This design comes from an exercise in tuning for a short achievable clock period and few clock cycles on the open sky130 flow, not from production work. Only simulation tests tie the RTL to the original design; equivalence was not proved.

==> trial 8: inputs <==
==> flow/design.v <==
module MPSCPU(
    output [8 - 1:0] imem_addr,
    input [16 - 1:0] imem_value,
    output [8 - 1:0] dmem_addr,
    output dmem_wenable,
    input [8 - 1:0] dmem_rvalue,
    output [8 - 1:0] dmem_wvalue,
    input clock,
    input nreset,
    output halted
);
    integer i;
    reg [7:0] r_pc;
    reg r_dead;       
    reg r_halted;
    reg [3:0] r1_d;
    reg [7:0] r1_imm;
    reg r1_wen;
    reg r1_st;
    reg r1_add, r1_sub;
    reg r1_shl, r1_shr, r1_ld;
    reg [3:0] r1_tt;  
    reg [15:1] r1_sa;
    reg r1_sa_w, r1_sa_imm;
    reg [15:1] r1_sb;
    reg r1_sb_w;
    reg r1_fx_as, r1_fx_oth, r1_fx_ld;    
    reg r1_fy_as, r1_fy_oth, r1_fy_ld;    
    reg [7:0] r2_x;
    reg [7:0] r2_y;
    reg r2_st;
    reg r2_wen;
    reg [3:0] r2_d;
    reg r2_add, r2_sub, r2_shl, r2_shr, r2_ld;
    reg [3:0] r2_tt;
    reg [7:0] r3_res;
    reg [15:1] r3_we;
    reg [7:0] r_regs [1:15];
    assign imem_addr = r_pc;
    assign halted = r_halted;
    assign dmem_addr = r2_x;
    assign dmem_wvalue = r2_y;
    assign dmem_wenable = r2_st;
    wire [3:0] f_op = imem_value[3:0];
    wire [3:0] f_d = imem_value[7:4];
    wire [3:0] f_a = imem_value[11:8];
    wire [3:0] f_b = imem_value[15:12];
    wire f_live = !r_dead;
    wire f_hcf = f_op == 4'b1000;
    wire f_ld = f_op == 4'b0010;
    wire f_st = f_op == 4'b1010;
    wire f_set = f_op == 4'b0100;
    wire f_dup = f_op == 4'b1100;
    wire f_alu = f_op[0];
    wire f_mem = f_ld || f_st;
    wire f_wen = f_live && (f_alu || f_ld || f_set || f_dup) && f_d != 0;
    reg [3:0] f_tt;
    always @(*) begin
        case (f_op)
            4'b0101: f_tt = 4'b1110;
            4'b1101: f_tt = 4'b1000;
            4'b0111: f_tt = 4'b0110;
            4'b1111: f_tt = 4'b0011;
            4'b0100, 4'b1100: f_tt = 4'b1100;
            default: f_tt = 4'b0000;
        endcase
    end
    wire f_a_e = r1_wen && f_a == r1_d;
    wire f_a_w = r2_wen && f_a == r2_d && !f_a_e;
    wire f_use_b = (f_alu && f_op != 4'b1111) || f_st;
    wire f_b_e = f_use_b && r1_wen && f_b == r1_d;
    wire f_b_w = f_use_b && r2_wen && f_b == r2_d && !f_b_e;
    wire f_e_oth = !r1_add && !r1_sub && !r1_ld;
    wire [7:0] e_yb = r2_y ^ {8{r2_sub}};
    wire [7:0] e_p = r2_x ^ e_yb;
    wire [8:0] e_kg0 = {r2_x & e_yb, r2_sub};    
    wire [8:0] e_kp0 = {e_p, 1'b0};
    wire [8:0] e_kg1, e_kp1, e_kg2, e_kp2, e_kg3, e_kp3;
    assign e_kg1 = e_kg0 | (e_kp0 & {e_kg0[7:0], 1'b0});
    assign e_kp1 = e_kp0 & {e_kp0[7:0], 1'b0};
    assign e_kg2 = e_kg1 | (e_kp1 & {e_kg1[6:0], 2'b0});
    assign e_kp2 = e_kp1 & {e_kp1[6:0], 2'b0};
    assign e_kg3 = e_kg2 | (e_kp2 & {e_kg2[4:0], 4'b0});
    assign e_kp3 = e_kp2 & {e_kp2[4:0], 4'b0};
    wire [7:0] e_c = e_kg3[7:0];                  
    wire e_as_en = r2_add || r2_sub;
    wire e_big = |r2_y[7:3];
    wire [7:0] e_shl = r2_x << r2_y[2:0];
    wire [7:0] e_shr = r2_x >> r2_y[2:0];
    wire [7:0] e_lu;
    genvar g;
    generate
        for (g = 0; g < 8; g = g + 1) begin : g_lu
            assign e_lu[g] = r2_x[g] ? (r2_y[g] ? r2_tt[3] : r2_tt[2])
                : (r2_y[g] ? r2_tt[1] : r2_tt[0]);
        end
    endgenerate
    wire [7:0] e_oth = e_lu
        | ({8{r2_shl && !e_big}} & e_shl)
        | ({8{r2_shr && !e_big}} & e_shr);
    wire [7:0] e_rest = e_oth | ({8{r2_ld}} & dmem_rvalue);
    wire [7:0] e_res1 = ({8{e_as_en}} & ~e_p) | e_rest;
    wire [7:0] e_res0 = ({8{e_as_en}} & e_p) | e_rest;
    wire [7:0] e_res = (e_c & e_res1) | (~e_c & e_res0);
    wire [7:0] d_rfa [0:15];
    wire [7:0] d_rfb [0:15];
    assign d_rfa[0] = {8{r1_sa_w}} & r3_res;
    assign d_rfb[0] = {8{r1_sb_w}} & r3_res;
    generate
        for (g = 1; g < 16; g = g + 1) begin : g_rf
            assign d_rfa[g] = d_rfa[g - 1] | ({8{r1_sa[g]}} & r_regs[g]);
            assign d_rfb[g] = d_rfb[g - 1] | ({8{r1_sb[g]}} & r_regs[g]);
        end
    endgenerate
    wire [7:0] d_rf_a = d_rfa[15];
    wire [7:0] d_rf_b = d_rfb[15];
    wire [7:0] d_x_rest = d_rf_a | ({8{r1_sa_imm}} & r1_imm)
        | ({8{r1_fx_oth}} & e_oth) | ({8{r1_fx_ld}} & dmem_rvalue);
    wire [7:0] d_x1 = ({8{r1_fx_as}} & ~e_p) | d_x_rest;
    wire [7:0] d_x0 = ({8{r1_fx_as}} & e_p) | d_x_rest;
    wire [7:0] d_x = (e_c & d_x1) | (~e_c & d_x0);
    wire [7:0] d_y_rest = d_rf_b
        | ({8{r1_fy_oth}} & e_oth) | ({8{r1_fy_ld}} & dmem_rvalue);
    wire [7:0] d_y1 = ({8{r1_fy_as}} & ~e_p) | d_y_rest;
    wire [7:0] d_y0 = ({8{r1_fy_as}} & e_p) | d_y_rest;
    wire [7:0] d_y = (e_c & d_y1) | (~e_c & d_y0);
    always @(posedge clock) begin
        r1_d <= f_d;
        r1_imm <= imem_value[15:8];
        r1_add <= f_op == 4'b0001;
        r1_sub <= f_op == 4'b1001;
        r1_shl <= f_op == 4'b0011;
        r1_shr <= f_op == 4'b1011;
        r1_ld <= f_ld;
        r1_tt <= f_tt;
        for (i = 1; i < 16; i = i + 1) begin
            r1_sa[i] <= !f_set && f_a == i && !(r1_wen && r1_d == i)
                && !(r2_wen && r2_d == i);
            r1_sb[i] <= f_use_b && f_b == i && !(r1_wen && r1_d == i)
                && !(r2_wen && r2_d == i);
        end
        r1_sa_w <= f_a_w && !f_set;
        r1_sa_imm <= f_set;
        r1_sb_w <= f_b_w;
        r1_fx_as <= f_a_e && !f_set && (r1_add || r1_sub);
        r1_fx_oth <= f_a_e && !f_set && f_e_oth;
        r1_fx_ld <= f_a_e && !f_set && r1_ld;
        r1_fy_as <= f_b_e && (r1_add || r1_sub);
        r1_fy_oth <= f_b_e && f_e_oth;
        r1_fy_ld <= f_b_e && r1_ld;
        r2_x <= d_x;
        r2_y <= d_y;
        r2_d <= r1_d;
        r2_add <= r1_add;
        r2_sub <= r1_sub;
        r2_shl <= r1_shl;
        r2_shr <= r1_shr;
        r2_ld <= r1_ld;
        r2_tt <= r1_tt;
        r3_res <= e_res;
        for (i = 1; i < 16; i = i + 1)
            r3_we[i] <= r2_wen && r2_d == i;
        for (i = 1; i < 16; i = i + 1)
            if (r3_we[i])
                r_regs[i] <= r3_res;
        if (!nreset) begin
            r_pc <= 0;
            r_dead <= 0;
            r_halted <= 0;
            r1_wen <= 0;
            r1_st <= 0;
            r2_wen <= 0;
            r2_st <= 0;
        end else begin
            r_pc <= r_pc + 1;
            r_dead <= r_dead || f_hcf;
            r_halted <= r_dead;
            r1_wen <= f_wen;
            r1_st <= f_live && f_st;
            r2_wen <= r1_wen;
            r2_st <= r1_st;
        end
    end
endmodule
==> flow/run.sh <==
#!/bin/bash
# synth_recipe.tcl (not shown) runs the flow's synth.tcl, then flattens the netlist and writes it again
# the make line also repeats each setting of config.mk as NAME=value (left out here)
make -C /OpenROAD-flow-scripts/flow DESIGN_CONFIG=/design/flow/config.mk WORK_HOME=/design/flow/orfs CLKGATE_MAP_FILE= SYNTH_SCRIPT=/design/flow/synth_recipe.tcl finish
==> flow/config.mk <==
export PLATFORM = sky130hd
export DESIGN_NAME = MPSCPU
export DESIGN_NICKNAME = MPSCPU
export VERILOG_FILES = /design/flow/design.v
export SDC_FILE = /design/flow/constraint.sdc
export NUM_CORES = 4
export LEC_CHECK = 0
export ABC_CLOCK_PERIOD_IN_PS = 1800
export CAP_MARGIN = 20
export CORE_MARGIN = 2
export CORE_UTILIZATION = 40
export SETUP_SLACK_MARGIN = 3.2
export SLEW_MARGIN = 20
==> flow/constraint.sdc <==
create_clock -name core_clock -period 5.0 [get_ports {clock}]
set_input_delay 1.0000 -clock core_clock [delete_from_list [all_inputs] [get_ports {clock}]]
set_output_delay 1.0000 -clock core_clock [all_outputs]
set_load 0.01 [all_outputs]
==> inputs of trial 98, as changes to trial 8 <==
==> flow/design.v, changed modules only <==
module MPSCPU(
    output [8 - 1:0] imem_addr,
    input [16 - 1:0] imem_value,
    output [8 - 1:0] dmem_addr,
    output dmem_wenable,
    input [8 - 1:0] dmem_rvalue,
    output [8 - 1:0] dmem_wvalue,
    input clock,
    input nreset,
    output halted
);
    integer i;
    reg [7:0] r_pc;
    reg r_dead;       
    reg r_halted;
    reg [3:0] r1_d;
    reg [7:0] r1_imm;
    reg r1_wen;
    reg r1_st;
    reg r1_mem;       
    reg r1_add, r1_sub;
    reg r1_shl, r1_shr, r1_ld;
    reg [3:0] r1_tt;  
    reg [15:1] r1_sa;
    reg r1_sa_w, r1_sa_imm;
    reg [15:1] r1_sb;
    reg r1_sb_w;
    reg r1_fx_add, r1_fx_sub, r1_fx_oth, r1_fx_ld;    
    reg r1_fm_add, r1_fm_sub, r1_fm_oth, r1_fm_ld;    
    reg r1_fy_add, r1_fy_sub, r1_fy_oth, r1_fy_ld;    
    reg r1_fv_add, r1_fv_sub, r1_fv_oth, r1_fv_ld;    
    reg [7:0] r2_x;
    reg [7:0] r2_y;
    reg [7:0] r2_addr;
    reg [7:0] r2_wval;
    reg r2_st;
    reg r2_wen;
    reg [3:0] r2_d;
    reg r2_add, r2_sub, r2_shl, r2_shr, r2_ld;
    reg [3:0] r2_tt;
    reg [7:0] r3_res;
    reg [15:1] r3_we;
    reg [7:0] r_regs [1:15];
    assign imem_addr = r_pc;
    assign halted = r_halted;
    assign dmem_addr = r2_addr;
    assign dmem_wvalue = r2_wval;
    assign dmem_wenable = r2_st;
    wire [3:0] f_op = imem_value[3:0];
    wire [3:0] f_d = imem_value[7:4];
    wire [3:0] f_a = imem_value[11:8];
    wire [3:0] f_b = imem_value[15:12];
    wire f_live = !r_dead;
    wire f_hcf = f_op == 4'b1000;
    wire f_ld = f_op == 4'b0010;
    wire f_st = f_op == 4'b1010;
    wire f_set = f_op == 4'b0100;
    wire f_dup = f_op == 4'b1100;
    wire f_alu = f_op[0];
    wire f_mem = f_ld || f_st;
    wire f_wen = f_live && (f_alu || f_ld || f_set || f_dup) && f_d != 0;
    reg [3:0] f_tt;
    always @(*) begin
        case (f_op)
            4'b0101: f_tt = 4'b1110;
            4'b1101: f_tt = 4'b1000;
            4'b0111: f_tt = 4'b0110;
            4'b1111: f_tt = 4'b0011;
            4'b0100, 4'b1100: f_tt = 4'b1100;
            default: f_tt = 4'b0000;
        endcase
    end
    wire f_a_e = r1_wen && f_a == r1_d;
    wire f_a_w = r2_wen && f_a == r2_d && !f_a_e;
    wire f_use_b = (f_alu && f_op != 4'b1111) || f_st;
    wire f_b_e = f_use_b && r1_wen && f_b == r1_d;
    wire f_b_w = f_use_b && r2_wen && f_b == r2_d && !f_b_e;
    wire f_e_oth = !r1_add && !r1_sub && !r1_ld;
    wire [7:0] e_sum = r2_x + r2_y;
    wire [7:0] e_diff = r2_x - r2_y;
    wire e_big = |r2_y[7:3];
    wire [7:0] e_shl = r2_x << r2_y[2:0];
    wire [7:0] e_shr = r2_x >> r2_y[2:0];
    wire [7:0] e_lu;
    genvar g;
    generate
        for (g = 0; g < 8; g = g + 1) begin : g_lu
            assign e_lu[g] = r2_x[g] ? (r2_y[g] ? r2_tt[3] : r2_tt[2])
                : (r2_y[g] ? r2_tt[1] : r2_tt[0]);
        end
    endgenerate
    wire [7:0] e_oth = e_lu
        | ({8{r2_shl && !e_big}} & e_shl)
        | ({8{r2_shr && !e_big}} & e_shr);
    wire [7:0] e_res = ({8{r2_add}} & e_sum) | ({8{r2_sub}} & e_diff) | e_oth
        | ({8{r2_ld}} & dmem_rvalue);
    wire [7:0] d_rfa [0:15];
    wire [7:0] d_rfb [0:15];
    assign d_rfa[0] = {8{r1_sa_w}} & r3_res;
    assign d_rfb[0] = {8{r1_sb_w}} & r3_res;
    generate
        for (g = 1; g < 16; g = g + 1) begin : g_rf
            assign d_rfa[g] = d_rfa[g - 1] | ({8{r1_sa[g]}} & r_regs[g]);
            assign d_rfb[g] = d_rfb[g - 1] | ({8{r1_sb[g]}} & r_regs[g]);
        end
    endgenerate
    wire [7:0] d_rf_a = d_rfa[15];
    wire [7:0] d_rf_b = d_rfb[15];
    wire [7:0] d_x = d_rf_a | ({8{r1_sa_imm}} & r1_imm)
        | ({8{r1_fx_add}} & e_sum) | ({8{r1_fx_sub}} & e_diff)
        | ({8{r1_fx_oth}} & e_oth) | ({8{r1_fx_ld}} & dmem_rvalue);
    wire [7:0] d_addr = ({8{r1_mem}} & d_rf_a)
        | ({8{r1_fm_add}} & e_sum) | ({8{r1_fm_sub}} & e_diff)
        | ({8{r1_fm_oth}} & e_oth) | ({8{r1_fm_ld}} & dmem_rvalue);
    wire [7:0] d_y = d_rf_b
        | ({8{r1_fy_add}} & e_sum) | ({8{r1_fy_sub}} & e_diff)
        | ({8{r1_fy_oth}} & e_oth) | ({8{r1_fy_ld}} & dmem_rvalue);
    wire [7:0] d_wval = ({8{r1_st}} & d_rf_b)
        | ({8{r1_fv_add}} & e_sum) | ({8{r1_fv_sub}} & e_diff)
        | ({8{r1_fv_oth}} & e_oth) | ({8{r1_fv_ld}} & dmem_rvalue);
    always @(posedge clock) begin
        r1_d <= f_d;
        r1_imm <= imem_value[15:8];
        r1_mem <= f_mem;
        r1_add <= f_op == 4'b0001;
        r1_sub <= f_op == 4'b1001;
        r1_shl <= f_op == 4'b0011;
        r1_shr <= f_op == 4'b1011;
        r1_ld <= f_ld;
        r1_tt <= f_tt;
        for (i = 1; i < 16; i = i + 1) begin
            r1_sa[i] <= !f_set && f_a == i && !(r1_wen && r1_d == i)
                && !(r2_wen && r2_d == i);
            r1_sb[i] <= f_use_b && f_b == i && !(r1_wen && r1_d == i)
                && !(r2_wen && r2_d == i);
        end
        r1_sa_w <= f_a_w && !f_set;
        r1_sa_imm <= f_set;
        r1_sb_w <= f_b_w;
        r1_fx_add <= f_a_e && !f_set && r1_add;
        r1_fx_sub <= f_a_e && !f_set && r1_sub;
        r1_fx_oth <= f_a_e && !f_set && f_e_oth;
        r1_fx_ld <= f_a_e && !f_set && r1_ld;
        r1_fm_add <= f_a_e && f_mem && r1_add;
        r1_fm_sub <= f_a_e && f_mem && r1_sub;
        r1_fm_oth <= f_a_e && f_mem && f_e_oth;
        r1_fm_ld <= f_a_e && f_mem && r1_ld;
        r1_fy_add <= f_b_e && r1_add;
        r1_fy_sub <= f_b_e && r1_sub;
        r1_fy_oth <= f_b_e && f_e_oth;
        r1_fy_ld <= f_b_e && r1_ld;
        r1_fv_add <= f_b_e && f_st && r1_add;
        r1_fv_sub <= f_b_e && f_st && r1_sub;
        r1_fv_oth <= f_b_e && f_st && f_e_oth;
        r1_fv_ld <= f_b_e && f_st && r1_ld;
        r2_x <= d_x;
        r2_y <= d_y;
        r2_addr <= d_addr;
        r2_wval <= d_wval;
        r2_d <= r1_d;
        r2_add <= r1_add;
        r2_sub <= r1_sub;
        r2_shl <= r1_shl;
        r2_shr <= r1_shr;
        r2_ld <= r1_ld;
        r2_tt <= r1_tt;
        r3_res <= e_res;
        for (i = 1; i < 16; i = i + 1)
            r3_we[i] <= r2_wen && r2_d == i;
        for (i = 1; i < 16; i = i + 1)
            if (r3_we[i])
                r_regs[i] <= r3_res;
        if (!nreset) begin
            r_pc <= 0;
            r_dead <= 0;
            r_halted <= 0;
            r1_wen <= 0;
            r1_st <= 0;
            r2_wen <= 0;
            r2_st <= 0;
        end else begin
            r_pc <= r_pc + 1;
            r_dead <= r_dead || f_hcf;
            r_halted <= r_dead;
            r1_wen <= f_wen;
            r1_st <= f_live && f_st;
            r2_wen <= r1_wen;
            r2_st <= r1_st;
        end
    end
endmodule
==> inputs of build 7, as changes to trial 8 <==
==> flow/design.v, changed modules only <==
module MPSCPU(
    output [8 - 1:0] imem_addr,
    input [16 - 1:0] imem_value,
    output [8 - 1:0] dmem_addr,
    output dmem_wenable,
    input [8 - 1:0] dmem_rvalue,
    output [8 - 1:0] dmem_wvalue,
    input clock,
    input nreset,
    output halted
);
    integer i;
    reg [7:0] r_pc;
    reg r_dead;       
    reg r_halted;
    reg [3:0] r1_d;
    reg [7:0] r1_imm;
    reg r1_wen;
    reg r1_st;
    reg r1_mem;       
    reg r1_add, r1_sub;
    reg r1_shl, r1_shr, r1_ld;
    reg [3:0] r1_tt;  
    reg [15:1] r1_sa;
    reg r1_sa_w, r1_sa_imm;
    reg [15:1] r1_sb;
    reg r1_sb_w;
    reg r1_fx_add, r1_fx_sub, r1_fx_oth, r1_fx_ld;    
    reg r1_fm_add, r1_fm_sub, r1_fm_oth, r1_fm_ld;    
    reg r1_fy_add, r1_fy_sub, r1_fy_oth, r1_fy_ld;    
    reg r1_fv_add, r1_fv_sub, r1_fv_oth, r1_fv_ld;    
    reg [7:0] r2_x;
    reg [7:0] r2_y;
    reg [7:0] r2_addr;
    reg [7:0] r2_wval;
    reg r2_st;
    reg r2_wen;
    reg [3:0] r2_d;
    reg r2_add, r2_sub, r2_shl, r2_shr, r2_ld;
    reg [3:0] r2_tt;
    reg [7:0] r3_res;
    reg [15:1] r3_we;
    reg [7:0] r_regs [1:15];
    assign imem_addr = r_pc;
    assign halted = r_halted;
    assign dmem_addr = r2_addr;
    assign dmem_wvalue = r2_wval;
    assign dmem_wenable = r2_st;
    wire [3:0] f_op = imem_value[3:0];
    wire [3:0] f_d = imem_value[7:4];
    wire [3:0] f_a = imem_value[11:8];
    wire [3:0] f_b = imem_value[15:12];
    wire f_live = !r_dead;
    wire f_hcf = f_op == 4'b1000;
    wire f_ld = f_op == 4'b0010;
    wire f_st = f_op == 4'b1010;
    wire f_set = f_op == 4'b0100;
    wire f_dup = f_op == 4'b1100;
    wire f_alu = f_op[0];
    wire f_mem = f_ld || f_st;
    wire f_wen = f_live && (f_alu || f_ld || f_set || f_dup) && f_d != 0;
    reg [3:0] f_tt;
    always @(*) begin
        case (f_op)
            4'b0101: f_tt = 4'b1110;
            4'b1101: f_tt = 4'b1000;
            4'b0111: f_tt = 4'b0110;
            4'b1111: f_tt = 4'b0011;
            4'b0100, 4'b1100: f_tt = 4'b1100;
            default: f_tt = 4'b0000;
        endcase
    end
    wire f_a_e = r1_wen && f_a == r1_d;
    wire f_a_w = r2_wen && f_a == r2_d && !f_a_e;
    wire f_use_b = (f_alu && f_op != 4'b1111) || f_st;
    wire f_b_e = f_use_b && r1_wen && f_b == r1_d;
    wire f_b_w = f_use_b && r2_wen && f_b == r2_d && !f_b_e;
    wire f_e_oth = !r1_add && !r1_sub && !r1_ld;
    wire [7:0] e_sum = r2_x + r2_y;
    wire [7:0] e_diff = r2_x - r2_y;
    wire e_big = |r2_y[7:3];
    wire [7:0] e_shl = r2_x << r2_y[2:0];
    wire [7:0] e_shr = r2_x >> r2_y[2:0];
    wire [7:0] e_lu;
    genvar g;
    generate
        for (g = 0; g < 8; g = g + 1) begin : g_lu
            assign e_lu[g] = r2_x[g] ? (r2_y[g] ? r2_tt[3] : r2_tt[2])
                : (r2_y[g] ? r2_tt[1] : r2_tt[0]);
        end
    endgenerate
    wire [7:0] e_oth = e_lu
        | ({8{r2_shl && !e_big}} & e_shl)
        | ({8{r2_shr && !e_big}} & e_shr);
    wire [7:0] e_res = ({8{r2_add}} & e_sum) | ({8{r2_sub}} & e_diff) | e_oth
        | ({8{r2_ld}} & dmem_rvalue);
    wire [7:0] d_rfa [0:15];
    wire [7:0] d_rfb [0:15];
    assign d_rfa[0] = {8{r1_sa_w}} & r3_res;
    assign d_rfb[0] = {8{r1_sb_w}} & r3_res;
    generate
        for (g = 1; g < 16; g = g + 1) begin : g_rf
            assign d_rfa[g] = d_rfa[g - 1] | ({8{r1_sa[g]}} & r_regs[g]);
            assign d_rfb[g] = d_rfb[g - 1] | ({8{r1_sb[g]}} & r_regs[g]);
        end
    endgenerate
    wire [7:0] d_rf_a = d_rfa[15];
    wire [7:0] d_rf_b = d_rfb[15];
    wire [7:0] d_x = d_rf_a | ({8{r1_sa_imm}} & r1_imm)
        | ({8{r1_fx_add}} & e_sum) | ({8{r1_fx_sub}} & e_diff)
        | ({8{r1_fx_oth}} & e_oth) | ({8{r1_fx_ld}} & dmem_rvalue);
    wire [7:0] d_addr = ({8{r1_mem}} & d_rf_a)
        | ({8{r1_fm_add}} & e_sum) | ({8{r1_fm_sub}} & e_diff)
        | ({8{r1_fm_oth}} & e_oth) | ({8{r1_fm_ld}} & dmem_rvalue);
    wire [7:0] d_y = d_rf_b
        | ({8{r1_fy_add}} & e_sum) | ({8{r1_fy_sub}} & e_diff)
        | ({8{r1_fy_oth}} & e_oth) | ({8{r1_fy_ld}} & dmem_rvalue);
    wire [7:0] d_wval = ({8{r1_st}} & d_rf_b)
        | ({8{r1_fv_add}} & e_sum) | ({8{r1_fv_sub}} & e_diff)
        | ({8{r1_fv_oth}} & e_oth) | ({8{r1_fv_ld}} & dmem_rvalue);
    always @(posedge clock) begin
        r1_d <= f_d;
        r1_imm <= imem_value[15:8];
        r1_mem <= f_mem;
        r1_add <= f_op == 4'b0001;
        r1_sub <= f_op == 4'b1001;
        r1_shl <= f_op == 4'b0011;
        r1_shr <= f_op == 4'b1011;
        r1_ld <= f_ld;
        r1_tt <= f_tt;
        for (i = 1; i < 16; i = i + 1) begin
            r1_sa[i] <= !f_set && f_a == i && !(r1_wen && r1_d == i)
                && !(r2_wen && r2_d == i);
            r1_sb[i] <= f_use_b && f_b == i && !(r1_wen && r1_d == i)
                && !(r2_wen && r2_d == i);
        end
        r1_sa_w <= f_a_w && !f_set;
        r1_sa_imm <= f_set;
        r1_sb_w <= f_b_w;
        r1_fx_add <= f_a_e && !f_set && r1_add;
        r1_fx_sub <= f_a_e && !f_set && r1_sub;
        r1_fx_oth <= f_a_e && !f_set && f_e_oth;
        r1_fx_ld <= f_a_e && !f_set && r1_ld;
        r1_fm_add <= f_a_e && f_mem && r1_add;
        r1_fm_sub <= f_a_e && f_mem && r1_sub;
        r1_fm_oth <= f_a_e && f_mem && f_e_oth;
        r1_fm_ld <= f_a_e && f_mem && r1_ld;
        r1_fy_add <= f_b_e && r1_add;
        r1_fy_sub <= f_b_e && r1_sub;
        r1_fy_oth <= f_b_e && f_e_oth;
        r1_fy_ld <= f_b_e && r1_ld;
        r1_fv_add <= f_b_e && f_st && r1_add;
        r1_fv_sub <= f_b_e && f_st && r1_sub;
        r1_fv_oth <= f_b_e && f_st && f_e_oth;
        r1_fv_ld <= f_b_e && f_st && r1_ld;
        r2_x <= d_x;
        r2_y <= d_y;
        r2_addr <= d_addr;
        r2_wval <= d_wval;
        r2_d <= r1_d;
        r2_add <= r1_add;
        r2_sub <= r1_sub;
        r2_shl <= r1_shl;
        r2_shr <= r1_shr;
        r2_ld <= r1_ld;
        r2_tt <= r1_tt;
        r3_res <= e_res;
        for (i = 1; i < 16; i = i + 1)
            r3_we[i] <= r2_wen && r2_d == i;
        for (i = 1; i < 16; i = i + 1)
            if (r3_we[i])
                r_regs[i] <= r3_res;
        if (!nreset) begin
            r_pc <= 0;
            r_dead <= 0;
            r_halted <= 0;
            r1_wen <= 0;
            r1_st <= 0;
            r2_wen <= 0;
            r2_st <= 0;
        end else begin
            r_pc <= r_pc + 1;
            r_dead <= r_dead || f_hcf;
            r_halted <= r_dead;
            r1_wen <= f_wen;
            r1_st <= f_live && f_st;
            r2_wen <= r1_wen;
            r2_st <= r1_st;
        end
    end
endmodule
==> flow/flow/run.sh (new file) <==
#!/bin/bash
# Layout flow: the standard flow (standard.sh), with one change: ABC maps
# the synthesized logic with flow/abc_speed.script instead of ORFS's
# scripts/abc_speed.script. Yosys's synthesis steps, the register names and
# cells, and every later step are the standard ones.
set -euo pipefail
W=$PWD
rm -rf "$W/scripts_mod"
cp -r "$FLOW_HOME/scripts" "$W/scripts_mod"
cp "$W/flow/abc_speed.script" "$W/scripts_mod/abc_speed.script"
bash "$W/standard.sh" "SCRIPTS_DIR=$W/scripts_mod" finish > "$W/make_finish.log" 2>&1
==> flow/flow/abc_speed.script (new file) <==
&get -n
&st
&dch
&nf
&put
strash
dch
map -D 1200
&get -n
&st
&syn2
&if -g -K 6
&synch2
&nf -p
&put
buffer -c
topo
stime -c
upsize -c
dnsize -c
==> flow/standard.sh (new file) <==
#!/bin/bash
# synth_recipe.tcl (not shown) runs the flow's synth.tcl, then flattens the netlist and writes it again
# the make line also repeats each setting of config.mk as NAME=value (left out here)
make -C /OpenROAD-flow-scripts/flow DESIGN_CONFIG=/design/flow/config.mk WORK_HOME=/design/flow/orfs CLKGATE_MAP_FILE= SYNTH_SCRIPT=/design/flow/synth_recipe.tcl "${@:-finish}"
removed: flow/run.sh
==> qor summary <==
quantity                                                                   trial 8                   build 7                  trial 98
CTS-repair resized insts                                                       234                       215                       230
Count leader, synth                                       sky130_fd_sc_hd__dfxtp_1  sky130_fd_sc_hd__nand2_1  sky130_fd_sc_hd__dfxtp_1
WP depth                                                                         7                         1                         5
Largest stage delay on the critical path                                   0.43 ns                   0.36 ns                   0.61 ns
Run status                                        no timing/DRC/antenna violations  no timing/DRC/antenna violations  no timing/DRC/antenna violations
Met3 usage                                                                  0.0649                    0.0414                    0.0643
Final cell count without fillers                                              1251                      1706                      1487
Post-synthesis adder-cell area fraction                                    0.00974                    0.0193                    0.0204
Drt initial violations                                                        1322                      1106                      1464
Share of the final layout cell area in multi-input gates                     0.325                     0.376                     0.365
Critical Path End                                                          r2_y[7]              imem_addr[6]                   r2_y[5]
CP bufs+invs                                                                     1                         1                         0
Number of distinct library cells after synthesis                                60                        79                        68
Testbench counts of trial 8, summed over its fixed seeds: cycles 12,480.
Testbench counts of trial 98, summed over its fixed seeds: cycles 12,480.
Testbench counts of build 7, summed over its fixed seeds: cycles 12,480.

what the ideal ports hide:
In the flow no input, the clock included, has a driving cell. The finished layouts below were timed again as built, in two steps.
Step 1 assumes that a clkbuf_16 drives the clock port and a buf_2 every other input.
Step 2 moves the port delays by t, midway between the first and last clock arrival at a register: inputs arrive t later, outputs are due t later. That takes back most of the time a late clock gives input paths.
Three values: ideal, step 1, step 2; two values: the first two.
run	t (ns)	setup WS [ns]	worst data-port slew with drivers (ns)
trial 8	0.587	2.833 / 2.833 / 2.435	0.04
trial 98	0.589	2.817 / 2.817 / 2.434	0.04
build 7	0.603	2.977 / 2.926 / 2.642	0.08
After both steps setup and hold are still met in every run listed. For trial 8, which loses most, drivers alone change the setup slack by 0.000 ns; drivers and shift together by -0.398 ns.
